What follows belongs to an exercise in optimizing a design on an open flow for small area, a short achievable clock period and few clock cycles; a production flow would make more cautious choices. Only simulation tests tie the RTL to the original design; equivalence was not proved. Power is estimated from default activity; no workload was simulated.

## flow/run.sh

```bash
#!/bin/bash
# synth_recipe.tcl (not shown) runs the flow's synth.tcl, then flattens the netlist and writes it again
# the make line also repeats each setting of config.mk as NAME=value (left out here)
make -C /OpenROAD-flow-scripts/flow DESIGN_CONFIG=/design/flow/config.mk WORK_HOME=/design/flow/orfs CLKGATE_MAP_FILE= SYNTH_SCRIPT=/design/flow/synth_recipe.tcl finish
```

## flow/constraint.sdc

```tcl
create_clock -name core_clock -period 5.0 [get_ports {clk}]
set_input_delay 1.0000 -clock core_clock [delete_from_list [all_inputs] [get_ports {clk}]]
set_output_delay 1.0000 -clock core_clock [all_outputs]
set_load 0.01 [all_outputs]
```

## flow/config.mk

```make
export PLATFORM = sky130hd
export DESIGN_NAME = subterranean_lwc
export DESIGN_NICKNAME = subterranean_lwc
export VERILOG_FILES = /design/flow/design.v
export SDC_FILE = /design/flow/constraint.sdc
export NUM_CORES = 4
export LEC_CHECK = 0
export ABC_CLOCK_PERIOD_IN_PS = 2000
export CAP_MARGIN = 20
export CORE_MARGIN = 2
export CORE_UTILIZATION = 40
export SETUP_SLACK_MARGIN = 3.0
export SLEW_MARGIN = 20
export TNS_END_PERCENT = 5
```

## flow/design.v

```verilog
`default_nettype    none
module subterranean_round
(
    input wire [256:0] a,
    input wire [32:0] din,
    output wire [256:0] o,
    output wire [31:0] dout
);
wire [256:0] a_after_chi_iota;
wire [256:0] a_after_theta;
assign a_after_chi_iota[0]     = ~(a[0]   ^   ((~a[1])     & a[2]));
assign a_after_chi_iota[254:1] = a[254:1] ^   ((~a[255:2]) & a[256:3]);
assign a_after_chi_iota[255]   = a[255]   ^   ((~a[256])   & a[0]);
assign a_after_chi_iota[256]   = a[256]   ^   ((~a[0])     & a[1]);
assign a_after_theta[12]  = a_after_chi_iota[12]  ^ a_after_chi_iota[15]  ^ a_after_chi_iota[20]  ^ din[0];
assign a_after_theta[56]  = a_after_chi_iota[56]  ^ a_after_chi_iota[59]  ^ a_after_chi_iota[64]  ^ din[1];
assign a_after_theta[90]  = a_after_chi_iota[90]  ^ a_after_chi_iota[93]  ^ a_after_chi_iota[98]  ^ din[2];
assign a_after_theta[163] = a_after_chi_iota[163] ^ a_after_chi_iota[166] ^ a_after_chi_iota[171] ^ din[3];
assign a_after_theta[161] = a_after_chi_iota[161] ^ a_after_chi_iota[164] ^ a_after_chi_iota[169] ^ din[4];
assign a_after_theta[66]  = a_after_chi_iota[66]  ^ a_after_chi_iota[69]  ^ a_after_chi_iota[74]  ^ din[5];
assign a_after_theta[51]  = a_after_chi_iota[51]  ^ a_after_chi_iota[54]  ^ a_after_chi_iota[59]  ^ din[6];
assign a_after_theta[238] = a_after_chi_iota[238] ^ a_after_chi_iota[241] ^ a_after_chi_iota[246] ^ din[7];
assign a_after_theta[254] = a_after_chi_iota[254] ^ a_after_chi_iota[0]   ^ a_after_chi_iota[5]   ^ din[8];
assign a_after_theta[243] = a_after_chi_iota[243] ^ a_after_chi_iota[246] ^ a_after_chi_iota[251] ^ din[9];
assign a_after_theta[106] = a_after_chi_iota[106] ^ a_after_chi_iota[109] ^ a_after_chi_iota[114] ^ din[10];
assign a_after_theta[152] = a_after_chi_iota[152] ^ a_after_chi_iota[155] ^ a_after_chi_iota[160] ^ din[11];
assign a_after_theta[24]  = a_after_chi_iota[24]  ^ a_after_chi_iota[27]  ^ a_after_chi_iota[32]  ^ din[12];
assign a_after_theta[112] = a_after_chi_iota[112] ^ a_after_chi_iota[115] ^ a_after_chi_iota[120] ^ din[13];
assign a_after_theta[180] = a_after_chi_iota[180] ^ a_after_chi_iota[183] ^ a_after_chi_iota[188] ^ din[14];
assign a_after_theta[69]  = a_after_chi_iota[69]  ^ a_after_chi_iota[72]  ^ a_after_chi_iota[77]  ^ din[15];
assign a_after_theta[65]  = a_after_chi_iota[65]  ^ a_after_chi_iota[68]  ^ a_after_chi_iota[73]  ^ din[16];
assign a_after_theta[132] = a_after_chi_iota[132] ^ a_after_chi_iota[135] ^ a_after_chi_iota[140] ^ din[17];
assign a_after_theta[102] = a_after_chi_iota[102] ^ a_after_chi_iota[105] ^ a_after_chi_iota[110] ^ din[18];
assign a_after_theta[219] = a_after_chi_iota[219] ^ a_after_chi_iota[222] ^ a_after_chi_iota[227] ^ din[19];
assign a_after_theta[251] = a_after_chi_iota[251] ^ a_after_chi_iota[254] ^ a_after_chi_iota[2]   ^ din[20];
assign a_after_theta[229] = a_after_chi_iota[229] ^ a_after_chi_iota[232] ^ a_after_chi_iota[237] ^ din[21];
assign a_after_theta[212] = a_after_chi_iota[212] ^ a_after_chi_iota[215] ^ a_after_chi_iota[220] ^ din[22];
assign a_after_theta[47]  = a_after_chi_iota[47]  ^ a_after_chi_iota[50]  ^ a_after_chi_iota[55]  ^ din[23];
assign a_after_theta[48]  = a_after_chi_iota[48]  ^ a_after_chi_iota[51]  ^ a_after_chi_iota[56]  ^ din[24];
assign a_after_theta[224] = a_after_chi_iota[224] ^ a_after_chi_iota[227] ^ a_after_chi_iota[232] ^ din[25];
assign a_after_theta[103] = a_after_chi_iota[103] ^ a_after_chi_iota[106] ^ a_after_chi_iota[111] ^ din[26];
assign a_after_theta[138] = a_after_chi_iota[138] ^ a_after_chi_iota[141] ^ a_after_chi_iota[146] ^ din[27];
assign a_after_theta[130] = a_after_chi_iota[130] ^ a_after_chi_iota[133] ^ a_after_chi_iota[138] ^ din[28];
assign a_after_theta[7]   = a_after_chi_iota[7]   ^ a_after_chi_iota[10]  ^ a_after_chi_iota[15]  ^ din[29];
assign a_after_theta[204] = a_after_chi_iota[204] ^ a_after_chi_iota[207] ^ a_after_chi_iota[212] ^ din[30];
assign a_after_theta[181] = a_after_chi_iota[181] ^ a_after_chi_iota[184] ^ a_after_chi_iota[189] ^ din[31];
assign a_after_theta[245] = a_after_chi_iota[245] ^ a_after_chi_iota[248] ^ a_after_chi_iota[253] ^ din[32];
assign a_after_theta[0] = a_after_chi_iota[0] ^ a_after_chi_iota[3] ^ a_after_chi_iota[8];
assign a_after_theta[36] = a_after_chi_iota[36] ^ a_after_chi_iota[39] ^ a_after_chi_iota[44];
assign a_after_theta[60] = a_after_chi_iota[60] ^ a_after_chi_iota[63] ^ a_after_chi_iota[68];
assign a_after_theta[72] = a_after_chi_iota[72] ^ a_after_chi_iota[75] ^ a_after_chi_iota[80];
assign a_after_theta[84] = a_after_chi_iota[84] ^ a_after_chi_iota[87] ^ a_after_chi_iota[92];
assign a_after_theta[96] = a_after_chi_iota[96] ^ a_after_chi_iota[99] ^ a_after_chi_iota[104];
assign a_after_theta[108] = a_after_chi_iota[108] ^ a_after_chi_iota[111] ^ a_after_chi_iota[116];
assign a_after_theta[120] = a_after_chi_iota[120] ^ a_after_chi_iota[123] ^ a_after_chi_iota[128];
assign a_after_theta[144] = a_after_chi_iota[144] ^ a_after_chi_iota[147] ^ a_after_chi_iota[152];
assign a_after_theta[156] = a_after_chi_iota[156] ^ a_after_chi_iota[159] ^ a_after_chi_iota[164];
assign a_after_theta[168] = a_after_chi_iota[168] ^ a_after_chi_iota[171] ^ a_after_chi_iota[176];
assign a_after_theta[192] = a_after_chi_iota[192] ^ a_after_chi_iota[195] ^ a_after_chi_iota[200];
assign a_after_theta[216] = a_after_chi_iota[216] ^ a_after_chi_iota[219] ^ a_after_chi_iota[224];
assign a_after_theta[228] = a_after_chi_iota[228] ^ a_after_chi_iota[231] ^ a_after_chi_iota[236];
assign a_after_theta[240] = a_after_chi_iota[240] ^ a_after_chi_iota[243] ^ a_after_chi_iota[248];
assign a_after_theta[252] = a_after_chi_iota[252] ^ a_after_chi_iota[255] ^ a_after_chi_iota[3];
assign a_after_theta[19] = a_after_chi_iota[19] ^ a_after_chi_iota[22] ^ a_after_chi_iota[27];
assign a_after_theta[31] = a_after_chi_iota[31] ^ a_after_chi_iota[34] ^ a_after_chi_iota[39];
assign a_after_theta[43] = a_after_chi_iota[43] ^ a_after_chi_iota[46] ^ a_after_chi_iota[51];
assign a_after_theta[55] = a_after_chi_iota[55] ^ a_after_chi_iota[58] ^ a_after_chi_iota[63];
assign a_after_theta[67] = a_after_chi_iota[67] ^ a_after_chi_iota[70] ^ a_after_chi_iota[75];
assign a_after_theta[79] = a_after_chi_iota[79] ^ a_after_chi_iota[82] ^ a_after_chi_iota[87];
assign a_after_theta[91] = a_after_chi_iota[91] ^ a_after_chi_iota[94] ^ a_after_chi_iota[99];
assign a_after_theta[115] = a_after_chi_iota[115] ^ a_after_chi_iota[118] ^ a_after_chi_iota[123];
assign a_after_theta[127] = a_after_chi_iota[127] ^ a_after_chi_iota[130] ^ a_after_chi_iota[135];
assign a_after_theta[139] = a_after_chi_iota[139] ^ a_after_chi_iota[142] ^ a_after_chi_iota[147];
assign a_after_theta[151] = a_after_chi_iota[151] ^ a_after_chi_iota[154] ^ a_after_chi_iota[159];
assign a_after_theta[175] = a_after_chi_iota[175] ^ a_after_chi_iota[178] ^ a_after_chi_iota[183];
assign a_after_theta[187] = a_after_chi_iota[187] ^ a_after_chi_iota[190] ^ a_after_chi_iota[195];
assign a_after_theta[199] = a_after_chi_iota[199] ^ a_after_chi_iota[202] ^ a_after_chi_iota[207];
assign a_after_theta[211] = a_after_chi_iota[211] ^ a_after_chi_iota[214] ^ a_after_chi_iota[219];
assign a_after_theta[223] = a_after_chi_iota[223] ^ a_after_chi_iota[226] ^ a_after_chi_iota[231];
assign a_after_theta[235] = a_after_chi_iota[235] ^ a_after_chi_iota[238] ^ a_after_chi_iota[243];
assign a_after_theta[247] = a_after_chi_iota[247] ^ a_after_chi_iota[250] ^ a_after_chi_iota[255];
assign a_after_theta[2] = a_after_chi_iota[2] ^ a_after_chi_iota[5] ^ a_after_chi_iota[10];
assign a_after_theta[14] = a_after_chi_iota[14] ^ a_after_chi_iota[17] ^ a_after_chi_iota[22];
assign a_after_theta[26] = a_after_chi_iota[26] ^ a_after_chi_iota[29] ^ a_after_chi_iota[34];
assign a_after_theta[38] = a_after_chi_iota[38] ^ a_after_chi_iota[41] ^ a_after_chi_iota[46];
assign a_after_theta[50] = a_after_chi_iota[50] ^ a_after_chi_iota[53] ^ a_after_chi_iota[58];
assign a_after_theta[62] = a_after_chi_iota[62] ^ a_after_chi_iota[65] ^ a_after_chi_iota[70];
assign a_after_theta[74] = a_after_chi_iota[74] ^ a_after_chi_iota[77] ^ a_after_chi_iota[82];
assign a_after_theta[86] = a_after_chi_iota[86] ^ a_after_chi_iota[89] ^ a_after_chi_iota[94];
assign a_after_theta[98] = a_after_chi_iota[98] ^ a_after_chi_iota[101] ^ a_after_chi_iota[106];
assign a_after_theta[110] = a_after_chi_iota[110] ^ a_after_chi_iota[113] ^ a_after_chi_iota[118];
assign a_after_theta[122] = a_after_chi_iota[122] ^ a_after_chi_iota[125] ^ a_after_chi_iota[130];
assign a_after_theta[134] = a_after_chi_iota[134] ^ a_after_chi_iota[137] ^ a_after_chi_iota[142];
assign a_after_theta[146] = a_after_chi_iota[146] ^ a_after_chi_iota[149] ^ a_after_chi_iota[154];
assign a_after_theta[158] = a_after_chi_iota[158] ^ a_after_chi_iota[161] ^ a_after_chi_iota[166];
assign a_after_theta[170] = a_after_chi_iota[170] ^ a_after_chi_iota[173] ^ a_after_chi_iota[178];
assign a_after_theta[182] = a_after_chi_iota[182] ^ a_after_chi_iota[185] ^ a_after_chi_iota[190];
assign a_after_theta[194] = a_after_chi_iota[194] ^ a_after_chi_iota[197] ^ a_after_chi_iota[202];
assign a_after_theta[206] = a_after_chi_iota[206] ^ a_after_chi_iota[209] ^ a_after_chi_iota[214];
assign a_after_theta[218] = a_after_chi_iota[218] ^ a_after_chi_iota[221] ^ a_after_chi_iota[226];
assign a_after_theta[230] = a_after_chi_iota[230] ^ a_after_chi_iota[233] ^ a_after_chi_iota[238];
assign a_after_theta[242] = a_after_chi_iota[242] ^ a_after_chi_iota[245] ^ a_after_chi_iota[250];
assign a_after_theta[9] = a_after_chi_iota[9] ^ a_after_chi_iota[12] ^ a_after_chi_iota[17];
assign a_after_theta[21] = a_after_chi_iota[21] ^ a_after_chi_iota[24] ^ a_after_chi_iota[29];
assign a_after_theta[33] = a_after_chi_iota[33] ^ a_after_chi_iota[36] ^ a_after_chi_iota[41];
assign a_after_theta[45] = a_after_chi_iota[45] ^ a_after_chi_iota[48] ^ a_after_chi_iota[53];
assign a_after_theta[57] = a_after_chi_iota[57] ^ a_after_chi_iota[60] ^ a_after_chi_iota[65];
assign a_after_theta[81] = a_after_chi_iota[81] ^ a_after_chi_iota[84] ^ a_after_chi_iota[89];
assign a_after_theta[93] = a_after_chi_iota[93] ^ a_after_chi_iota[96] ^ a_after_chi_iota[101];
assign a_after_theta[105] = a_after_chi_iota[105] ^ a_after_chi_iota[108] ^ a_after_chi_iota[113];
assign a_after_theta[117] = a_after_chi_iota[117] ^ a_after_chi_iota[120] ^ a_after_chi_iota[125];
assign a_after_theta[129] = a_after_chi_iota[129] ^ a_after_chi_iota[132] ^ a_after_chi_iota[137];
assign a_after_theta[141] = a_after_chi_iota[141] ^ a_after_chi_iota[144] ^ a_after_chi_iota[149];
assign a_after_theta[153] = a_after_chi_iota[153] ^ a_after_chi_iota[156] ^ a_after_chi_iota[161];
assign a_after_theta[165] = a_after_chi_iota[165] ^ a_after_chi_iota[168] ^ a_after_chi_iota[173];
assign a_after_theta[177] = a_after_chi_iota[177] ^ a_after_chi_iota[180] ^ a_after_chi_iota[185];
assign a_after_theta[189] = a_after_chi_iota[189] ^ a_after_chi_iota[192] ^ a_after_chi_iota[197];
assign a_after_theta[201] = a_after_chi_iota[201] ^ a_after_chi_iota[204] ^ a_after_chi_iota[209];
assign a_after_theta[213] = a_after_chi_iota[213] ^ a_after_chi_iota[216] ^ a_after_chi_iota[221];
assign a_after_theta[225] = a_after_chi_iota[225] ^ a_after_chi_iota[228] ^ a_after_chi_iota[233];
assign a_after_theta[237] = a_after_chi_iota[237] ^ a_after_chi_iota[240] ^ a_after_chi_iota[245];
assign a_after_theta[249] = a_after_chi_iota[249] ^ a_after_chi_iota[252] ^ a_after_chi_iota[0];
assign a_after_theta[4] = a_after_chi_iota[4] ^ a_after_chi_iota[7] ^ a_after_chi_iota[12];
assign a_after_theta[16] = a_after_chi_iota[16] ^ a_after_chi_iota[19] ^ a_after_chi_iota[24];
assign a_after_theta[28] = a_after_chi_iota[28] ^ a_after_chi_iota[31] ^ a_after_chi_iota[36];
assign a_after_theta[40] = a_after_chi_iota[40] ^ a_after_chi_iota[43] ^ a_after_chi_iota[48];
assign a_after_theta[52] = a_after_chi_iota[52] ^ a_after_chi_iota[55] ^ a_after_chi_iota[60];
assign a_after_theta[64] = a_after_chi_iota[64] ^ a_after_chi_iota[67] ^ a_after_chi_iota[72];
assign a_after_theta[76] = a_after_chi_iota[76] ^ a_after_chi_iota[79] ^ a_after_chi_iota[84];
assign a_after_theta[88] = a_after_chi_iota[88] ^ a_after_chi_iota[91] ^ a_after_chi_iota[96];
assign a_after_theta[100] = a_after_chi_iota[100] ^ a_after_chi_iota[103] ^ a_after_chi_iota[108];
assign a_after_theta[124] = a_after_chi_iota[124] ^ a_after_chi_iota[127] ^ a_after_chi_iota[132];
assign a_after_theta[136] = a_after_chi_iota[136] ^ a_after_chi_iota[139] ^ a_after_chi_iota[144];
assign a_after_theta[148] = a_after_chi_iota[148] ^ a_after_chi_iota[151] ^ a_after_chi_iota[156];
assign a_after_theta[160] = a_after_chi_iota[160] ^ a_after_chi_iota[163] ^ a_after_chi_iota[168];
assign a_after_theta[172] = a_after_chi_iota[172] ^ a_after_chi_iota[175] ^ a_after_chi_iota[180];
assign a_after_theta[184] = a_after_chi_iota[184] ^ a_after_chi_iota[187] ^ a_after_chi_iota[192];
assign a_after_theta[196] = a_after_chi_iota[196] ^ a_after_chi_iota[199] ^ a_after_chi_iota[204];
assign a_after_theta[208] = a_after_chi_iota[208] ^ a_after_chi_iota[211] ^ a_after_chi_iota[216];
assign a_after_theta[220] = a_after_chi_iota[220] ^ a_after_chi_iota[223] ^ a_after_chi_iota[228];
assign a_after_theta[232] = a_after_chi_iota[232] ^ a_after_chi_iota[235] ^ a_after_chi_iota[240];
assign a_after_theta[244] = a_after_chi_iota[244] ^ a_after_chi_iota[247] ^ a_after_chi_iota[252];
assign a_after_theta[256] = a_after_chi_iota[256] ^ a_after_chi_iota[2] ^ a_after_chi_iota[7];
assign a_after_theta[11] = a_after_chi_iota[11] ^ a_after_chi_iota[14] ^ a_after_chi_iota[19];
assign a_after_theta[23] = a_after_chi_iota[23] ^ a_after_chi_iota[26] ^ a_after_chi_iota[31];
assign a_after_theta[35] = a_after_chi_iota[35] ^ a_after_chi_iota[38] ^ a_after_chi_iota[43];
assign a_after_theta[59] = a_after_chi_iota[59] ^ a_after_chi_iota[62] ^ a_after_chi_iota[67];
assign a_after_theta[71] = a_after_chi_iota[71] ^ a_after_chi_iota[74] ^ a_after_chi_iota[79];
assign a_after_theta[83] = a_after_chi_iota[83] ^ a_after_chi_iota[86] ^ a_after_chi_iota[91];
assign a_after_theta[95] = a_after_chi_iota[95] ^ a_after_chi_iota[98] ^ a_after_chi_iota[103];
assign a_after_theta[107] = a_after_chi_iota[107] ^ a_after_chi_iota[110] ^ a_after_chi_iota[115];
assign a_after_theta[119] = a_after_chi_iota[119] ^ a_after_chi_iota[122] ^ a_after_chi_iota[127];
assign a_after_theta[131] = a_after_chi_iota[131] ^ a_after_chi_iota[134] ^ a_after_chi_iota[139];
assign a_after_theta[143] = a_after_chi_iota[143] ^ a_after_chi_iota[146] ^ a_after_chi_iota[151];
assign a_after_theta[155] = a_after_chi_iota[155] ^ a_after_chi_iota[158] ^ a_after_chi_iota[163];
assign a_after_theta[167] = a_after_chi_iota[167] ^ a_after_chi_iota[170] ^ a_after_chi_iota[175];
assign a_after_theta[179] = a_after_chi_iota[179] ^ a_after_chi_iota[182] ^ a_after_chi_iota[187];
assign a_after_theta[191] = a_after_chi_iota[191] ^ a_after_chi_iota[194] ^ a_after_chi_iota[199];
assign a_after_theta[203] = a_after_chi_iota[203] ^ a_after_chi_iota[206] ^ a_after_chi_iota[211];
assign a_after_theta[215] = a_after_chi_iota[215] ^ a_after_chi_iota[218] ^ a_after_chi_iota[223];
assign a_after_theta[227] = a_after_chi_iota[227] ^ a_after_chi_iota[230] ^ a_after_chi_iota[235];
assign a_after_theta[239] = a_after_chi_iota[239] ^ a_after_chi_iota[242] ^ a_after_chi_iota[247];
assign a_after_theta[6] = a_after_chi_iota[6] ^ a_after_chi_iota[9] ^ a_after_chi_iota[14];
assign a_after_theta[18] = a_after_chi_iota[18] ^ a_after_chi_iota[21] ^ a_after_chi_iota[26];
assign a_after_theta[30] = a_after_chi_iota[30] ^ a_after_chi_iota[33] ^ a_after_chi_iota[38];
assign a_after_theta[42] = a_after_chi_iota[42] ^ a_after_chi_iota[45] ^ a_after_chi_iota[50];
assign a_after_theta[54] = a_after_chi_iota[54] ^ a_after_chi_iota[57] ^ a_after_chi_iota[62];
assign a_after_theta[78] = a_after_chi_iota[78] ^ a_after_chi_iota[81] ^ a_after_chi_iota[86];
assign a_after_theta[114] = a_after_chi_iota[114] ^ a_after_chi_iota[117] ^ a_after_chi_iota[122];
assign a_after_theta[126] = a_after_chi_iota[126] ^ a_after_chi_iota[129] ^ a_after_chi_iota[134];
assign a_after_theta[150] = a_after_chi_iota[150] ^ a_after_chi_iota[153] ^ a_after_chi_iota[158];
assign a_after_theta[162] = a_after_chi_iota[162] ^ a_after_chi_iota[165] ^ a_after_chi_iota[170];
assign a_after_theta[174] = a_after_chi_iota[174] ^ a_after_chi_iota[177] ^ a_after_chi_iota[182];
assign a_after_theta[186] = a_after_chi_iota[186] ^ a_after_chi_iota[189] ^ a_after_chi_iota[194];
assign a_after_theta[198] = a_after_chi_iota[198] ^ a_after_chi_iota[201] ^ a_after_chi_iota[206];
assign a_after_theta[210] = a_after_chi_iota[210] ^ a_after_chi_iota[213] ^ a_after_chi_iota[218];
assign a_after_theta[222] = a_after_chi_iota[222] ^ a_after_chi_iota[225] ^ a_after_chi_iota[230];
assign a_after_theta[234] = a_after_chi_iota[234] ^ a_after_chi_iota[237] ^ a_after_chi_iota[242];
assign a_after_theta[246] = a_after_chi_iota[246] ^ a_after_chi_iota[249] ^ a_after_chi_iota[254];
assign a_after_theta[1] = a_after_chi_iota[1] ^ a_after_chi_iota[4] ^ a_after_chi_iota[9];
assign a_after_theta[13] = a_after_chi_iota[13] ^ a_after_chi_iota[16] ^ a_after_chi_iota[21];
assign a_after_theta[25] = a_after_chi_iota[25] ^ a_after_chi_iota[28] ^ a_after_chi_iota[33];
assign a_after_theta[37] = a_after_chi_iota[37] ^ a_after_chi_iota[40] ^ a_after_chi_iota[45];
assign a_after_theta[49] = a_after_chi_iota[49] ^ a_after_chi_iota[52] ^ a_after_chi_iota[57];
assign a_after_theta[61] = a_after_chi_iota[61] ^ a_after_chi_iota[64] ^ a_after_chi_iota[69];
assign a_after_theta[73] = a_after_chi_iota[73] ^ a_after_chi_iota[76] ^ a_after_chi_iota[81];
assign a_after_theta[85] = a_after_chi_iota[85] ^ a_after_chi_iota[88] ^ a_after_chi_iota[93];
assign a_after_theta[97] = a_after_chi_iota[97] ^ a_after_chi_iota[100] ^ a_after_chi_iota[105];
assign a_after_theta[109] = a_after_chi_iota[109] ^ a_after_chi_iota[112] ^ a_after_chi_iota[117];
assign a_after_theta[121] = a_after_chi_iota[121] ^ a_after_chi_iota[124] ^ a_after_chi_iota[129];
assign a_after_theta[133] = a_after_chi_iota[133] ^ a_after_chi_iota[136] ^ a_after_chi_iota[141];
assign a_after_theta[145] = a_after_chi_iota[145] ^ a_after_chi_iota[148] ^ a_after_chi_iota[153];
assign a_after_theta[157] = a_after_chi_iota[157] ^ a_after_chi_iota[160] ^ a_after_chi_iota[165];
assign a_after_theta[169] = a_after_chi_iota[169] ^ a_after_chi_iota[172] ^ a_after_chi_iota[177];
assign a_after_theta[193] = a_after_chi_iota[193] ^ a_after_chi_iota[196] ^ a_after_chi_iota[201];
assign a_after_theta[205] = a_after_chi_iota[205] ^ a_after_chi_iota[208] ^ a_after_chi_iota[213];
assign a_after_theta[217] = a_after_chi_iota[217] ^ a_after_chi_iota[220] ^ a_after_chi_iota[225];
assign a_after_theta[241] = a_after_chi_iota[241] ^ a_after_chi_iota[244] ^ a_after_chi_iota[249];
assign a_after_theta[253] = a_after_chi_iota[253] ^ a_after_chi_iota[256] ^ a_after_chi_iota[4];
assign a_after_theta[8] = a_after_chi_iota[8] ^ a_after_chi_iota[11] ^ a_after_chi_iota[16];
assign a_after_theta[20] = a_after_chi_iota[20] ^ a_after_chi_iota[23] ^ a_after_chi_iota[28];
assign a_after_theta[32] = a_after_chi_iota[32] ^ a_after_chi_iota[35] ^ a_after_chi_iota[40];
assign a_after_theta[44] = a_after_chi_iota[44] ^ a_after_chi_iota[47] ^ a_after_chi_iota[52];
assign a_after_theta[68] = a_after_chi_iota[68] ^ a_after_chi_iota[71] ^ a_after_chi_iota[76];
assign a_after_theta[80] = a_after_chi_iota[80] ^ a_after_chi_iota[83] ^ a_after_chi_iota[88];
assign a_after_theta[92] = a_after_chi_iota[92] ^ a_after_chi_iota[95] ^ a_after_chi_iota[100];
assign a_after_theta[104] = a_after_chi_iota[104] ^ a_after_chi_iota[107] ^ a_after_chi_iota[112];
assign a_after_theta[116] = a_after_chi_iota[116] ^ a_after_chi_iota[119] ^ a_after_chi_iota[124];
assign a_after_theta[128] = a_after_chi_iota[128] ^ a_after_chi_iota[131] ^ a_after_chi_iota[136];
assign a_after_theta[140] = a_after_chi_iota[140] ^ a_after_chi_iota[143] ^ a_after_chi_iota[148];
assign a_after_theta[164] = a_after_chi_iota[164] ^ a_after_chi_iota[167] ^ a_after_chi_iota[172];
assign a_after_theta[176] = a_after_chi_iota[176] ^ a_after_chi_iota[179] ^ a_after_chi_iota[184];
assign a_after_theta[188] = a_after_chi_iota[188] ^ a_after_chi_iota[191] ^ a_after_chi_iota[196];
assign a_after_theta[200] = a_after_chi_iota[200] ^ a_after_chi_iota[203] ^ a_after_chi_iota[208];
assign a_after_theta[236] = a_after_chi_iota[236] ^ a_after_chi_iota[239] ^ a_after_chi_iota[244];
assign a_after_theta[248] = a_after_chi_iota[248] ^ a_after_chi_iota[251] ^ a_after_chi_iota[256];
assign a_after_theta[3] = a_after_chi_iota[3] ^ a_after_chi_iota[6] ^ a_after_chi_iota[11];
assign a_after_theta[15] = a_after_chi_iota[15] ^ a_after_chi_iota[18] ^ a_after_chi_iota[23];
assign a_after_theta[27] = a_after_chi_iota[27] ^ a_after_chi_iota[30] ^ a_after_chi_iota[35];
assign a_after_theta[39] = a_after_chi_iota[39] ^ a_after_chi_iota[42] ^ a_after_chi_iota[47];
assign a_after_theta[63] = a_after_chi_iota[63] ^ a_after_chi_iota[66] ^ a_after_chi_iota[71];
assign a_after_theta[75] = a_after_chi_iota[75] ^ a_after_chi_iota[78] ^ a_after_chi_iota[83];
assign a_after_theta[87] = a_after_chi_iota[87] ^ a_after_chi_iota[90] ^ a_after_chi_iota[95];
assign a_after_theta[99] = a_after_chi_iota[99] ^ a_after_chi_iota[102] ^ a_after_chi_iota[107];
assign a_after_theta[111] = a_after_chi_iota[111] ^ a_after_chi_iota[114] ^ a_after_chi_iota[119];
assign a_after_theta[123] = a_after_chi_iota[123] ^ a_after_chi_iota[126] ^ a_after_chi_iota[131];
assign a_after_theta[135] = a_after_chi_iota[135] ^ a_after_chi_iota[138] ^ a_after_chi_iota[143];
assign a_after_theta[147] = a_after_chi_iota[147] ^ a_after_chi_iota[150] ^ a_after_chi_iota[155];
assign a_after_theta[159] = a_after_chi_iota[159] ^ a_after_chi_iota[162] ^ a_after_chi_iota[167];
assign a_after_theta[171] = a_after_chi_iota[171] ^ a_after_chi_iota[174] ^ a_after_chi_iota[179];
assign a_after_theta[183] = a_after_chi_iota[183] ^ a_after_chi_iota[186] ^ a_after_chi_iota[191];
assign a_after_theta[195] = a_after_chi_iota[195] ^ a_after_chi_iota[198] ^ a_after_chi_iota[203];
assign a_after_theta[207] = a_after_chi_iota[207] ^ a_after_chi_iota[210] ^ a_after_chi_iota[215];
assign a_after_theta[231] = a_after_chi_iota[231] ^ a_after_chi_iota[234] ^ a_after_chi_iota[239];
assign a_after_theta[255] = a_after_chi_iota[255] ^ a_after_chi_iota[1] ^ a_after_chi_iota[6];
assign a_after_theta[10] = a_after_chi_iota[10] ^ a_after_chi_iota[13] ^ a_after_chi_iota[18];
assign a_after_theta[22] = a_after_chi_iota[22] ^ a_after_chi_iota[25] ^ a_after_chi_iota[30];
assign a_after_theta[34] = a_after_chi_iota[34] ^ a_after_chi_iota[37] ^ a_after_chi_iota[42];
assign a_after_theta[46] = a_after_chi_iota[46] ^ a_after_chi_iota[49] ^ a_after_chi_iota[54];
assign a_after_theta[58] = a_after_chi_iota[58] ^ a_after_chi_iota[61] ^ a_after_chi_iota[66];
assign a_after_theta[70] = a_after_chi_iota[70] ^ a_after_chi_iota[73] ^ a_after_chi_iota[78];
assign a_after_theta[82] = a_after_chi_iota[82] ^ a_after_chi_iota[85] ^ a_after_chi_iota[90];
assign a_after_theta[94] = a_after_chi_iota[94] ^ a_after_chi_iota[97] ^ a_after_chi_iota[102];
assign a_after_theta[118] = a_after_chi_iota[118] ^ a_after_chi_iota[121] ^ a_after_chi_iota[126];
assign a_after_theta[142] = a_after_chi_iota[142] ^ a_after_chi_iota[145] ^ a_after_chi_iota[150];
assign a_after_theta[154] = a_after_chi_iota[154] ^ a_after_chi_iota[157] ^ a_after_chi_iota[162];
assign a_after_theta[166] = a_after_chi_iota[166] ^ a_after_chi_iota[169] ^ a_after_chi_iota[174];
assign a_after_theta[178] = a_after_chi_iota[178] ^ a_after_chi_iota[181] ^ a_after_chi_iota[186];
assign a_after_theta[190] = a_after_chi_iota[190] ^ a_after_chi_iota[193] ^ a_after_chi_iota[198];
assign a_after_theta[202] = a_after_chi_iota[202] ^ a_after_chi_iota[205] ^ a_after_chi_iota[210];
assign a_after_theta[214] = a_after_chi_iota[214] ^ a_after_chi_iota[217] ^ a_after_chi_iota[222];
assign a_after_theta[226] = a_after_chi_iota[226] ^ a_after_chi_iota[229] ^ a_after_chi_iota[234];
assign a_after_theta[250] = a_after_chi_iota[250] ^ a_after_chi_iota[253] ^ a_after_chi_iota[1];
assign a_after_theta[5] = a_after_chi_iota[5] ^ a_after_chi_iota[8] ^ a_after_chi_iota[13];
assign a_after_theta[17] = a_after_chi_iota[17] ^ a_after_chi_iota[20] ^ a_after_chi_iota[25];
assign a_after_theta[29] = a_after_chi_iota[29] ^ a_after_chi_iota[32] ^ a_after_chi_iota[37];
assign a_after_theta[41] = a_after_chi_iota[41] ^ a_after_chi_iota[44] ^ a_after_chi_iota[49];
assign a_after_theta[53] = a_after_chi_iota[53] ^ a_after_chi_iota[56] ^ a_after_chi_iota[61];
assign a_after_theta[77] = a_after_chi_iota[77] ^ a_after_chi_iota[80] ^ a_after_chi_iota[85];
assign a_after_theta[89] = a_after_chi_iota[89] ^ a_after_chi_iota[92] ^ a_after_chi_iota[97];
assign a_after_theta[101] = a_after_chi_iota[101] ^ a_after_chi_iota[104] ^ a_after_chi_iota[109];
assign a_after_theta[113] = a_after_chi_iota[113] ^ a_after_chi_iota[116] ^ a_after_chi_iota[121];
assign a_after_theta[125] = a_after_chi_iota[125] ^ a_after_chi_iota[128] ^ a_after_chi_iota[133];
assign a_after_theta[137] = a_after_chi_iota[137] ^ a_after_chi_iota[140] ^ a_after_chi_iota[145];
assign a_after_theta[149] = a_after_chi_iota[149] ^ a_after_chi_iota[152] ^ a_after_chi_iota[157];
assign a_after_theta[173] = a_after_chi_iota[173] ^ a_after_chi_iota[176] ^ a_after_chi_iota[181];
assign a_after_theta[185] = a_after_chi_iota[185] ^ a_after_chi_iota[188] ^ a_after_chi_iota[193];
assign a_after_theta[197] = a_after_chi_iota[197] ^ a_after_chi_iota[200] ^ a_after_chi_iota[205];
assign a_after_theta[209] = a_after_chi_iota[209] ^ a_after_chi_iota[212] ^ a_after_chi_iota[217];
assign a_after_theta[221] = a_after_chi_iota[221] ^ a_after_chi_iota[224] ^ a_after_chi_iota[229];
assign a_after_theta[233] = a_after_chi_iota[233] ^ a_after_chi_iota[236] ^ a_after_chi_iota[241];
generate
    genvar gen_j;
    for (gen_j = 0; gen_j < 257; gen_j = gen_j + 1) begin: pi_step
        assign o[gen_j] = a_after_theta[(12*gen_j) % 257];
    end
endgenerate
assign dout[0]  = a[1]   ^ a[256];
assign dout[1]  = a[176] ^ a[81];
assign dout[2]  = a[136] ^ a[121];
assign dout[3]  = a[35]  ^ a[222];
assign dout[4]  = a[249] ^ a[8];
assign dout[5]  = a[134] ^ a[123];
assign dout[6]  = a[197] ^ a[60];
assign dout[7]  = a[234] ^ a[23];
assign dout[8]  = a[64]  ^ a[193];
assign dout[9]  = a[213] ^ a[44];
assign dout[10] = a[223] ^ a[34];
assign dout[11] = a[184] ^ a[73];
assign dout[12] = a[2]   ^ a[255];
assign dout[13] = a[95]  ^ a[162];
assign dout[14] = a[15]  ^ a[242];
assign dout[15] = a[70]  ^ a[187];
assign dout[16] = a[241] ^ a[16];
assign dout[17] = a[11]  ^ a[246];
assign dout[18] = a[137] ^ a[120];
assign dout[19] = a[211] ^ a[46];
assign dout[20] = a[128] ^ a[129];
assign dout[21] = a[169] ^ a[88];
assign dout[22] = a[189] ^ a[68];
assign dout[23] = a[111] ^ a[146];
assign dout[24] = a[4]   ^ a[253];
assign dout[25] = a[190] ^ a[67];
assign dout[26] = a[30]  ^ a[227];
assign dout[27] = a[140] ^ a[117];
assign dout[28] = a[225] ^ a[32];
assign dout[29] = a[22]  ^ a[235];
assign dout[30] = a[17]  ^ a[240];
assign dout[31] = a[165] ^ a[92];
endmodule
`default_nettype    none
module subterranean_lwc
#(parameter ASYNC_RSTN = 0,
parameter G_PWIDTH = 32,
parameter G_SWIDTH = 32,
parameter G_SEGMENT_SIZE_BITS = 16,
parameter G_HASH_SIZE_WORDS = 8,
parameter G_TAG_SIZE_WORDS = 4
)
(
    input wire clk,
    input wire rst,
    input wire [(G_PWIDTH-1):0] pdi_data,
    input wire pdi_valid,
    output wire pdi_ready,
    input wire [(G_SWIDTH-1):0] sdi_data,
    input wire sdi_valid,
    output wire sdi_ready,
    output wire [(G_PWIDTH-1):0] do_data,
    output wire do_valid,
    input wire do_ready,
    output wire do_last
);
localparam P_IDLE = 4'd0,  P_NHDR = 4'd1,  P_NDAT = 4'd2,  P_AHDR = 4'd3,
           P_ADAT = 4'd4,  P_PHDR = 4'd5,  P_PDAT = 4'd6,  P_TAG  = 4'd7,
           P_THDR = 4'd8,  P_TDAT = 4'd9,  P_SQ   = 4'd10, P_STAT = 4'd11,
           P_HHDR = 4'd12, P_HDAT = 4'd13, P_INST = 4'd14;
function [31:0] bswap(input [31:0] x);
    bswap = {x[7:0], x[15:8], x[23:16], x[31:24]};
endfunction
reg [14:0] ph;          
reg [256:0] st;
reg [4:0] nr;           
reg nz;                 
reg [3:0] cnt;          
reg [15:0] len;         
reg lastw;              
reg [2:0] wsize;        
reg eot;
reg dec;
reg fail;
reg [1:0] bidx;         
reg hlast;              
reg [1:0] sph;          
reg [1:0] kcnt;
reg kact;               
reg hfirst;             
reg pv, pc;             
reg [32:0] o0, o1;
reg v0, v1;
reg prdy, srdy;         
reg m_key;              
reg m_word;             
reg m_hash;             
reg m_sq;               
reg m_t;                
reg dfull;              
reg [14:0] ph_n;
reg [4:0] nr_n;
reg [3:0] cnt_n;
reg [15:0] len_n;
reg eot_n, dec_n, fail_n, kact_n, hfirst_n, nz_n, hlast_n;
reg [1:0] bidx_n, sph_n, kcnt_n;
reg push;
reg [32:0] pw;
wire ptake = pdi_valid & prdy;
wire stake = sdi_valid & srdy;
wire qpush = (pdi_valid & pv) | pc;
wire [4:0] nr_dec = nz ? 5'd0 : (nr - 5'd1);
wire wr_ok = ~v1;
wire pop = v0 & do_ready;
wire [31:0] z;
wire [31:0] y;
always @(*) begin
    ph_n = ph;
    nr_n = nr_dec;
    nz_n = (nr[4:1] == 4'd0);
    hlast_n = hlast;
    cnt_n = cnt;
    len_n = len;
    eot_n = eot;
    dec_n = dec;
    fail_n = fail;
    kact_n = kact;
    hfirst_n = hfirst;
    bidx_n = bidx;
    sph_n = sph;
    kcnt_n = kcnt;
    push = 1'b0;
    pw = 33'd0;
    if (stake) begin
        case (sph)
            2'd0 : sph_n = 2'd1;
            2'd1 : begin sph_n = 2'd2; kcnt_n = 2'd0; end
            default : begin
                kcnt_n = kcnt + 2'd1;
                if (kcnt == 2'd3) begin
                    sph_n = 2'd0;
                    kact_n = 1'b0;
                    nr_n = 5'd1;
                    nz_n = 1'b0;
                end
            end
        endcase
    end
        if (ph[P_IDLE] & ptake) begin
            fail_n = 1'b0;
            hfirst_n = 1'b1;
            case (pdi_data[31:28])
                4'h7 : begin
                    kact_n = 1'b1;
                    begin ph_n[P_IDLE] = 1'b0; ph_n[P_INST] = 1'b1; end
                end
                4'h8 : begin ph_n[P_IDLE] = 1'b0; ph_n[P_HHDR] = 1'b1; end
                default : ;
            endcase
        end
        if (ph[P_INST] & ptake) begin
            dec_n = pdi_data[28];
            begin ph_n[P_INST] = 1'b0; ph_n[P_NHDR] = 1'b1; end
        end
        if (ph[P_NHDR] & ptake) begin
            cnt_n = 4'd4;
            begin ph_n[P_NHDR] = 1'b0; ph_n[P_NDAT] = 1'b1; end
        end
        if (ph[P_NDAT] & ptake) begin
            cnt_n = cnt - 4'd1;
            if (cnt == 4'd1) begin
                nr_n = 5'd9;
                nz_n = 1'b0;
                begin ph_n[P_NDAT] = 1'b0; ph_n[P_AHDR] = 1'b1; end
            end
        end
        if (ph[P_AHDR] & ptake) begin
            len_n = pdi_data[15:0];
            eot_n = pdi_data[25];
            if (pdi_data[15:0] == 16'd0) begin
                nr_n = nr_dec + 5'd1;
                nz_n = 1'b0;
                begin ph_n[P_AHDR] = 1'b0; ph_n[P_PHDR] = 1'b1; end
            end else
                begin ph_n[P_AHDR] = 1'b0; ph_n[P_ADAT] = 1'b1; end
        end
        if (ph[P_ADAT] & ptake) begin
            len_n = len - 16'd4;
            if (lastw) begin
                if (eot) begin
                    if (wsize == 3'd4) begin nr_n = 5'd1; nz_n = 1'b0; end
                    begin ph_n[P_ADAT] = 1'b0; ph_n[P_PHDR] = 1'b1; end
                end else
                    begin ph_n[P_ADAT] = 1'b0; ph_n[P_AHDR] = 1'b1; end
            end
        end
        if (ph[P_PHDR] & ptake) begin
            push = 1'b1;
            pw = {1'b0, dec ? 4'h4 : 4'h5, 2'b00, pdi_data[25], dec & pdi_data[25], 8'h00, pdi_data[15:0]};
            len_n = pdi_data[15:0];
            eot_n = pdi_data[25];
            if (pdi_data[15:0] == 16'd0) begin
                nr_n = nr_dec + 5'd9;
                nz_n = 1'b0;
                ph_n[P_PHDR] = 1'b0;
                if (dec) ph_n[P_THDR] = 1'b1; else ph_n[P_TAG] = 1'b1;
            end else
                begin ph_n[P_PHDR] = 1'b0; ph_n[P_PDAT] = 1'b1; end
        end
        if (ph[P_PDAT] & ptake) begin
            push = 1'b1;
            pw = {lastw & eot, bswap(y)};
            len_n = len - 16'd4;
            if (lastw) begin
                if (eot) begin
                    nr_n = (wsize == 3'd4) ? 5'd9 : 5'd8;
                    nz_n = 1'b0;
                    ph_n[P_PDAT] = 1'b0;
                    if (dec) ph_n[P_THDR] = 1'b1; else ph_n[P_TAG] = 1'b1;
                end else
                    begin ph_n[P_PDAT] = 1'b0; ph_n[P_PHDR] = 1'b1; end
            end
        end
        if (ph[P_TAG] & wr_ok) begin
            push = 1'b1;
            pw = {1'b0, 32'h83000010};
            cnt_n = 4'd4;
            begin ph_n[P_TAG] = 1'b0; ph_n[P_SQ] = 1'b1; end
        end
        if (ph[P_THDR] & ptake) begin
            cnt_n = 4'd4;
            begin ph_n[P_THDR] = 1'b0; ph_n[P_TDAT] = 1'b1; end
        end
        if (ph[P_TDAT] & ptake) begin
            if ((y != 32'd0) && (cnt != 4'd1)) fail_n = 1'b1;
            cnt_n = cnt - 4'd1;
            if (cnt == 4'd1) begin ph_n[P_TDAT] = 1'b0; ph_n[P_STAT] = 1'b1; end
        end
        if (ph[P_SQ] & m_sq) begin
            push = 1'b1;
            pw = {cnt == 4'd1, bswap(z)};
            cnt_n = cnt - 4'd1;
            if (cnt == 4'd1) begin ph_n[P_SQ] = 1'b0; ph_n[P_STAT] = 1'b1; end
        end
        if (ph[P_STAT] & wr_ok) begin
            push = 1'b1;
            pw = {1'b1, fail ? 4'hF : 4'hE, 28'd0};
            begin ph_n[P_STAT] = 1'b0; ph_n[P_IDLE] = 1'b1; end
        end
        if (ph[P_HHDR] & ptake) begin
            hfirst_n = 1'b0;
            if (hfirst) begin
                push = 1'b1;
                pw = {1'b0, 4'h9, 4'h3, 8'h00, 16'd32};
            end
            len_n = pdi_data[15:0];
            eot_n = pdi_data[25];
            bidx_n = 2'd0;
            hlast_n = (pdi_data[15:0] == 16'd1);
            if (pdi_data[15:0] == 16'd0) begin
                nr_n = nr_dec + 5'd10;
                nz_n = 1'b0;
                cnt_n = 4'd8;
                begin ph_n[P_HHDR] = 1'b0; ph_n[P_SQ] = 1'b1; end
            end else
                begin ph_n[P_HHDR] = 1'b0; ph_n[P_HDAT] = 1'b1; end
        end
        if (ph[P_HDAT] & pdi_valid & m_hash) begin
            nr_n = 5'd1;
            nz_n = 1'b0;
            bidx_n = bidx + 2'd1;
            hlast_n = ((bidx + 3'd2) == wsize);
            if (ptake) begin
                bidx_n = 2'd0;
                hlast_n = (len == 16'd5);
                len_n = len - 16'd4;
                if (lastw) begin
                    if (eot) begin
                        nr_n = 5'd11;
                        nz_n = 1'b0;
                        cnt_n = 4'd8;
                        begin ph_n[P_HDAT] = 1'b0; ph_n[P_SQ] = 1'b1; end
                    end else
                        begin ph_n[P_HDAT] = 1'b0; ph_n[P_HHDR] = 1'b1; end
                end
            end
        end
end
reg v0_n, v1_n;
always @(*) begin
    v0_n = v0;
    v1_n = v1;
    if (v1) begin
        if (pop) v1_n = 1'b0;
    end else if (qpush) begin
        if (v0 & ~pop) v1_n = 1'b1;
        else v0_n = 1'b1;
    end else if (pop) begin
        v0_n = 1'b0;
    end
end
wire lastw_n = (len_n[15:3] == 13'd0) && ((len_n[2] == 1'b0) || (len_n[1:0] == 2'b00));
wire [2:0] wsize_n = lastw_n ? len_n[2:0] : 3'd4;
wire wr_ok_n = ~v1_n;
reg prdy_n, m_word_n, m_hash_n, m_sq_n;
always @(*) begin
    prdy_n = 1'b0;
    m_word_n = 1'b0;
    m_hash_n = 1'b0;
    m_sq_n = 1'b0;
    prdy_n = ph_n[P_IDLE] | ph_n[P_INST] | ph_n[P_NHDR] | ph_n[P_AHDR] | ph_n[P_THDR]
           | ((ph_n[P_HHDR] | ph_n[P_PHDR]) & wr_ok_n)
           | (ph_n[P_NDAT] & ~kact_n & nz_n)
           | ((ph_n[P_ADAT] | ph_n[P_TDAT]) & nz_n)
           | (ph_n[P_PDAT] & nz_n & wr_ok_n)
           | (ph_n[P_HDAT] & nz_n & hlast_n);
    m_word_n = ((ph_n[P_NDAT] & ~kact_n) | ph_n[P_ADAT] | (ph_n[P_PDAT] & wr_ok_n)) & nz_n;
    m_hash_n = ph_n[P_HDAT] & nz_n;
    m_sq_n = ph_n[P_SQ] & nz_n & wr_ok_n;
end
wire srdy_n = (sph_n != 2'd2) | (kact_n & nz_n);
wire pv_n = prdy_n & (ph_n[P_PHDR] | ph_n[P_PDAT] | (ph_n[P_HHDR] & hfirst_n));
wire pc_n = m_sq_n | ((ph_n[P_TAG] | ph_n[P_STAT]) & wr_ok_n);
wire m_key_n = (sph_n == 2'd2) & kact_n & nz_n;
wire m_t_n = ph_n[P_TDAT] & nz_n;
wire dfull_n = m_key_n | ph_n[P_NDAT] | ph_n[P_TDAT];
always @(posedge clk) begin
    if (rst) begin
        ph <= 15'd1 << P_IDLE;
        nr <= 5'd0;
        nz <= 1'b1;
        sph <= 2'd0;
        kact <= 1'b0;
        v0 <= 1'b0;
        v1 <= 1'b0;
        prdy <= 1'b0;
        srdy <= 1'b0;
        m_key <= 1'b0;
        m_word <= 1'b0;
        m_hash <= 1'b0;
        m_sq <= 1'b0;
        pv <= 1'b0;
        pc <= 1'b0;
        m_t <= 1'b0;
        dfull <= 1'b0;
    end else begin
        ph <= ph_n;
        nr <= nr_n;
        nz <= nz_n;
        sph <= sph_n;
        kact <= kact_n;
        v0 <= v0_n;
        v1 <= v1_n;
        prdy <= prdy_n;
        srdy <= srdy_n;
        m_key <= m_key_n;
        m_word <= m_word_n;
        m_hash <= m_hash_n;
        m_sq <= m_sq_n;
        pv <= pv_n;
        pc <= pc_n;
        m_t <= m_t_n;
        dfull <= dfull_n;
    end
end
always @(posedge clk) begin
    cnt <= cnt_n;
    len <= len_n;
    lastw <= lastw_n;
    wsize <= wsize_n;
    eot <= eot_n;
    dec <= dec_n;
    fail <= fail_n;
    bidx <= bidx_n;
    hlast <= hlast_n;
    kcnt <= kcnt_n;
    hfirst <= hfirst_n;
end
always @(posedge clk) begin
    if (v1) begin
        if (pop) o0 <= o1;
    end else if (qpush) begin
        if (v0 & ~pop) o1 <= pw;
        else o0 <= pw;
    end
end
wire [256:0] st_next;
reg [32:0] din;
wire [31:0] src_c = bswap(m_key ? sdi_data : pdi_data);
wire [2:0] dsize = dfull ? 3'd4 : wsize;
reg [31:0] mask;
always @(*) begin
    case (dsize)
        3'd0 : mask = 32'h00000000;
        3'd1 : mask = 32'h000000FF;
        3'd2 : mask = 32'h0000FFFF;
        3'd3 : mask = 32'h00FFFFFF;
        default : mask = 32'hFFFFFFFF;
    endcase
end
wire [31:0] x = src_c & mask;
assign y = (z ^ x) & mask;
reg [7:0] hbyte;
always @(*) begin
    case (bidx)
        2'd0 : hbyte = pdi_data[31:24];
        2'd1 : hbyte = pdi_data[23:16];
        2'd2 : hbyte = pdi_data[15:8];
        default : hbyte = pdi_data[7:0];
    endcase
end
always @(*) begin
    if (m_key | m_word) begin
        din[31:0] = (dec & ph[P_PDAT]) ? y : x;
        din[32] = 1'b0;
        case (dsize)
            3'd0 : din[0]  = din[0]  ^ 1'b1;
            3'd1 : din[8]  = din[8]  ^ 1'b1;
            3'd2 : din[16] = din[16] ^ 1'b1;
            3'd3 : din[24] = din[24] ^ 1'b1;
            default : din[32] = 1'b1;
        endcase
    end else if (m_hash) begin
        din = {24'd0, 1'b1, hbyte};
    end else begin
        din = 33'd1;
    end
end
subterranean_round round (
    .a(st),
    .din(din),
    .o(st_next),
    .dout(z)
);
wire do_round = ~nz | (sdi_valid & m_key) | (pdi_valid & (m_word | m_hash | m_t)) | m_sq;
wire init = ptake & ph[P_IDLE];
always @(posedge clk) begin
    if (init)
        st <= 257'd0;
    else if (do_round)
        st <= st_next;
end
assign pdi_ready = prdy;
assign sdi_ready = srdy;
assign do_data = o0[31:0];
assign do_last = o0[32];
assign do_valid = v0;
endmodule
```

==> flow_summary.yaml, run 1 <==
run_status:
  status: "no timing/DRC/antenna violations"
critical_path:
  cp_data_arrival_time_ps: 1580
  crit_slowest_cell: "clkdlybuf4s50_1"
  cp-start-kind: "register"
  crit_family: "buffers and inverters"
  cp_max_fo: 1
  cp-end-kind: "output pin"
  cp.required_ps: 4000
  critPathKind: "register to output pin"
  path_cells: "clkdlybuf4s50_1"
  path_buf_inv: 1
  critPathMaxStageDelay_ps: 570
placement:
  dpl.cell_count: 3965
  numPortBuffers: 104
  gp_congestion: 0.983
  dp_hpwl_um: 72100
floorplan:
  coreArea_um2: 66800
  ioPinCount: 105
  initial_core_util_pct: 40.2
  rows: 95
  die_area_um2: 69300
  dieWidth_um: 263
  die_h_um: 263
timing:
  period_share_pct: 51.6
  finClkSkew_ps: 38.4
  drv_slew: 0
  tns_ps: 0
  worst_slew_pin_slew_ps: 942
  fmax_mhz: 387
  setup_violations: 0
  period_needed_ps: 2580
  relSlewSlack_pct: 37.1
  hold_viol: 0
  rsz0062_at_grt: "yes"
global_routing:
  met3_usage_pct: 4.31
  gr-total-overflow: 0
  grt_usage_pct: 27.2
  grt_use_met2_pct: 40.8
  grt_max_degree: 139
  grt_pass1_vias: 21400
  use_met1_pct: 39.4
  antenna_found_initial: 0
  grt_pass1_wl_um: 142000
  grt_most_used_layer: "met2"
logic_synthesis:
  ys_ff_latch: 392
  yosys.area.top_type: "xnor2_1"
  synth.most_common_cell: "xnor2_1"
  synthTopCellsByCount: "838 x xnor2_1, 434 x nor2_1, 320 x dfxtp_1"
  ys_async_sr_fraction_pct: 0
  synth_edf_count: 72
  synth_top_area_share_pct: 27.3
  syn-instance-count: 3106
  mappedNetlistArea_um2: 26900
  yosys_warnings: 1
  synth_area_per_cell_um2: 8.65
  ys_seq_area_share_pct: 31.9
  synth.net_count: 3188
  synth.distinct_cells: 83
  synth-main-ff-cell: "dfxtp_1"
  synthTopCellsByArea: "xnor2_1 27%, dfxtp_1 24%, edfxtp_1 8.0%"
detailed_routing:
  vias_per_cell: 5.71
  drt_iter0_markers: 2671
  drc: 0
  drt-total-wl_um: 103000
  wl_per_cell_um: 24.6
  vias: 23900
  firstDrtPassIters: 7
  final_antenna_net_count: 0
final_layout:
  syn_to_final_growth_pct: 23.7
  instances_no_fill: 4183
  fin_nets: 3354
  diodes: 0
  drive_above_1_share_pct: 13.8
hold_path:
  hp-class: "register to register"
flow_run:
  maxCapViolations: 0
clock_network:
  cts_hold_buf: 0
  clkSinkCount: 392
  h-tree-depth: 2
  root_buffer: "clkbuf_16"
  ctsLongestPathBuffers: 3
  clk_latency_ps: 610
  cts_inserted_buffers: 47
  cts.reportedPaths.clkPinSlew_ps: 60
  cts_tree: "built"
pwr:
  peakVddDrop_mv: 0.213
  powerDensity_nw_per_um2: 290
  power.leakage_nw: 11.0
[layout make-up]
cell class / count / area, um^2
clock buffers: 66 / 1360
well taps: 873 / 1090
multi-input cells: 2526 / 18500
flip-flops and latches: 392 / 8610
fillers: 6237 / 33600
inverters: 24 / 92.6
clock inverters: 21 / 264
repair buffers: 281 / 3270
[cells by family after synthesis]
logic type / after synthesis / share of synthesized area, %
simple gates: 973 / 17.8
xor+xnor: 901 / 29.4
compound gates: 580 / 15.2
flops: 392 / 31.9
buf+inv: 189 / 2.98
mux: 57 / 2.19
fa+ha+maj: 14 / 0.643
[per-layer routing]
metal / vias up / share of wire, %
li1: 11000 / -
met1: 11400 / 44
met2: 1260 / 42
met3: 233 / 9.9
met4: 0 / 4.4
met5: - / 0
[layout by cell type (no fill, tap or decap), drive strengths merged, types with 6 or more instances in the layout]
master / instances
a211oi: 268
a21oi: 82
a222oi: 8
a22oi: 8
a31oi: 15
and2: 9
and3: 13
buf: 164
clkbuf: 79
clkdlybuf4s15: 6
clkdlybuf4s50: 64
clkinv: 12
dfxtp: 320
dlygate4sd2: 19
dlymetal6s2s: 11
edfxtp: 72
ha: 13
inv: 26
mux2: 14
mux2i: 43
nand2: 114
nand2b: 12
nand3: 20
nand4: 14
nor2: 435
nor2b: 269
nor3: 26
nor4: 11
o21ai: 65
o221ai: 6
o22ai: 20
o31ai: 31
or2: 8
or3: 14
xnor2: 838
xor2: 63
[what timing repair did]
item                                    4_1_cts  5_1_grt
gates resized for setup                     213      160
endpoints found under the hold margin         0        0
endpoints found under the setup margin      485      454
setup buffers                                64       36
pin swaps                                    46       26
gates cloned                                  7       24
[stage by stage]
| step | setup WS (ps) | hold slack (ps) | area, um^2 | util (%) | power, mW |
|---|---|---|---|---|---|
| after floorplan | 2090 | 445 | 26900 | - | 5.09 |
| after global placement | 1070 | 501 | 28800 | 43.1 | 5.82 |
| after detailed placement | 1030 | 500 | 28800 | 43.1 | 5.81 |
| after CTS | 2370 | 492 | 31800 | 47.6 | 9.56 |
| after global routing | 2340 | 531 | 33200 | 49.8 | 9.91 |
| final | 2420 | 499 | 33200 | 49.8 | 9.65 |
[sequential cells by signal (all words and copies together), names as in the netlist, 2 cells and up]
register	cells
kcnt	2
bidx	2
o0	33
st	257
ph	15
sph	2
wsize	3
nr	5
len	16
o1	33
cnt	4
[power by group]
part	internal (mW)	switching [mW]
logic	1.07	1.39
registers	3.32	0.208
clock network	2.17	1.49
[final timing paths]
kind                            cells past startpoint  slack (ps)   start          end
worst min register to register                      2         500  o1[18]       o0[18]
worst max register to register                     11        2430  len[3]     wsize[0]
worst min-delay path                                2         500  o1[18]       o0[18]
worst max-delay path                                1        2420  o0[11]  do_data[11]
Testbench counts, summed over its fixed seeds: cycles 13,493.
==> inputs of run 2 (changes only) <==
--- a/flow/config.mk
+++ b/flow/config.mk
@@ -5,10 +5,10 @@
 export SDC_FILE = /design/flow/constraint.sdc
 export NUM_CORES = 4
 export LEC_CHECK = 0
-export ABC_CLOCK_PERIOD_IN_PS = 2000
+export ABC_CLOCK_PERIOD_IN_PS = 2500
 export CAP_MARGIN = 20
 export CORE_MARGIN = 2
 export CORE_UTILIZATION = 40
-export SETUP_SLACK_MARGIN = 3.0
+export SETUP_SLACK_MARGIN = 2.4
 export SLEW_MARGIN = 20
 export TNS_END_PERCENT = 5
==> flow_summary.yaml, run 2 <==
flow_run:
  maxCapViolations: 0
final_layout:
  top_regs: "st (257), o0 (33), o1 (33)"
  n_fill_cell: 6476
  drive_above_1_share_pct: 8.98
  largest_reg_flops: 257
  diodes: 0
  final_common_cell: "xnor2_1"
  fin_nets: 3262
  finish.instance_area_um2: 31300
  regMostFlops: "st"
  final_cell_mix: "835 x xnor2_1, 430 x nor2_1, 307 x dfxtp_1, 268 x nor2b_1, 264 x a211oi_1"
  syn_to_final_growth_pct: 16.4
logic_synthesis:
  synthTopCellsByCount: "838 x xnor2_1, 434 x nor2_1, 320 x dfxtp_1"
  syn-instance-count: 3106
  synth.most_common_cell: "xnor2_1"
  synth.distinct_cells: 83
  ys_seq_area_share_pct: 31.9
  yosys_warnings: 1
  synth_top_area_share_pct: 27.3
  synth_area_per_cell_um2: 8.65
  synth.net_count: 3188
  yosys.area.top_type: "xnor2_1"
  synth-main-ff-cell: "dfxtp_1"
  ys_async_sr_fraction_pct: 0
  synthTopCellsByArea: "xnor2_1 27%, dfxtp_1 24%, edfxtp_1 8.0%"
  synth_edf_count: 72
  ys_ff_latch: 392
  mappedNetlistArea_um2: 26900
clock_network:
  cts_inserted_buffers: 47
  clkSinkCount: 392
  cts_hold_buf: 0
  cts.reportedPaths.clkPinSlew_ps: 60
  clk_latency_ps: 600
  root_buffer: "clkbuf_16"
  ctsLongestPathBuffers: 3
  cts_tree: "built"
  h-tree-depth: 2
floorplan:
  rows: 95
  die_h_um: 263
  coreArea_um2: 66800
  die_area_um2: 69300
  initial_core_util_pct: 40.2
  dieWidth_um: 263
  ioPinCount: 105
timing:
  fmax_mhz: 368
  hold_viol: 0
  drv_slew: 0
  worst_slew_pin_slew_ps: 939
  tns_ps: 0
  period_share_pct: 54.3
  rsz0062_at_grt: "yes"
  finClkSkew_ps: 36.5
  period_needed_ps: 2720
  relSlewSlack_pct: 37.3
  setup_violations: 0
placement:
  dp_hpwl_um: 72100
  placedInstanceArea_um2: 28800
  numPortBuffers: 104
  gp_congestion: 0.983
global_routing:
  grt_pass1_wl_um: 139000
  grt_usage_pct: 26.6
  gr-total-overflow: 0
  antenna_found_initial: 0
  grt_pass1_vias: 20900
  grt_max_degree: 139
critical_path:
  cp-end-kind: "register"
  crit_slowest_cell: "clkdlybuf4s50_1"
  cp.required_ps: 5490
  critPathMaxStageDelay_ps: 600
  cp_max_fo: 4
  cp-start-kind: "input pin"
  path_buf_inv: 1
  cp_data_arrival_time_ps: 3200
  critPathKind: "input pin to register"
  path_cells: "clkdlybuf4s50_1 > mux2i_2 > xnor2_1 > nand3_1 > nor4b_1 > o22ai_1 > o31a_1"
  crit_family: "buffers and inverters"
detailed_routing:
  final_antenna_net_count: 0
  vias_per_cell: 5.54
  drc: 0
  drt-met1-wl_um: 43300
  wl_met2_um: 40000
  highest_layer: "met4"
  firstDrtPassIters: 10
  wl_per_cell_um: 23.2
  drt-total-wl_um: 94800
  vias: 22700
  drt_iter0_markers: 2444
  wl_met3_um: 8090
hold_path:
  hp-class: "register to register"
pwr:
  power.leakage_nw: 10.1
  powerDensity_nw_per_um2: 304
  peakVddDrop_mv: 0.220
run_status:
  status: "no timing/DRC/antenna violations"
## run 2: cell count changes in the layout (fill, tap and decap cells not counted), sizes merged, moves of 6 or more
cell           before  now
buf               164   85
clkdlybuf4s15       6    0
clkbuf             79   67
clkdlybuf4s50      64   93
dlygate4sd2        19    4
dlymetal6s2s       11    5
## run 2: cell type report
class	count	area, um^2	share of cell area [%]
clock inverter	21	264	0.845
multi-input combinational	2526	18000	57.4
inverter	24	92.6	0.296
clock buffer	66	1360	4.35
sequential	392	8600	27.5
timing repair buffer	189	1890	6.05
tap	873	1090	3.49
## run 2: logic make-up after synthesis
logic type / Yosys count / synth area share (%)
simple gates: 973 / 17.8
flops: 392 / 31.9
xor+xnor: 901 / 29.4
compound gates: 580 / 15.2
buf+inv: 189 / 2.98
mux: 57 / 2.19
fa+ha+maj: 14 / 0.643
## run 2: worst reg2reg max path, delay by kind of cell (launching register included)
family / cells / cell delay [ps]
and+or+nand+nor: 3 / 970
DFF: 1 / 430
AOI/OAI and AO/OA: 4 / 980
adders and majority gates: 1 / 180
## run 2: final timing paths
check / start / end / slack, ps / depth (start not counted)
max: pdi_data[17] / fail / 2280 / 7
min: o1[18] / o0[18] / 500 / 2
max reg2reg: cnt[0] / pc / 2360 / 8
min reg2reg: o1[18] / o0[18] / 500 / 2
## run 2: per-stage QoR
stage	power [mW]	setup WS, ps	util, %	cells	hold WS (ps)
6_report	9.50	2280	46.8	4091	498
5_1_grt	9.80	2260	46.8	4091	531
4_1_cts	9.49	2310	46.3	4082	492
3_5_place_dp	5.81	1030	43.1	3965	500
3_3_place_gp	5.82	1070	43.1	3965	501
2_1_floorplan	5.09	2090	-	3106	445
## run 2: per-layer routing
layer	vias up	GRT usage, %
li1	10800	-
met5	-	0
met1	10700	38.5
met2	953	39.7
met4	0	9.10
met3	166	4.38
## run 2: power breakdown
part | total (mW) | internal, mW | switching (mW)
clock network | 3.64 | 2.17 | 1.48
registers | 3.52 | 3.32 | 0.203
logic | 2.33 | 1.00 | 1.33
## run 2: timing repair
item,CTS,global route
gates cloned,3,0
pin swaps,15,17
buffers inserted,27,9
endpoints found under the setup margin,259,44
gates resized for setup,84,66

==> port drivers added, routing unchanged <==
No port has a modelled driver above. Below, the same layouts with a new extraction and two added sets of constraints. Step 1, drivers: a clkbuf_16 drives clk and a buf_2 each remaining input, both assumed. Step 2 also shifts input and output timing later by t, the mid clock arrival at the registers, as if the neighbouring blocks saw the same clock. a / b / c = ideal / step 1 / step 2; a / b = the first two.
| run | t, ns | slack for setup (ns) | latest minus earliest clock arrival (ns) |
|---|---|---|---|
| run 1 | 0.659 | 2.418 / 2.348 / 1.834 | 0.040 / 0.039 |
| run 2 | 0.653 | 2.285 / 2.322 / 1.670 | 0.037 / 0.037 |
After both steps every run listed still meets setup and hold. For run 2, which loses most, drivers alone change the setup slack by +0.037 ns; drivers and shift together by -0.615 ns.
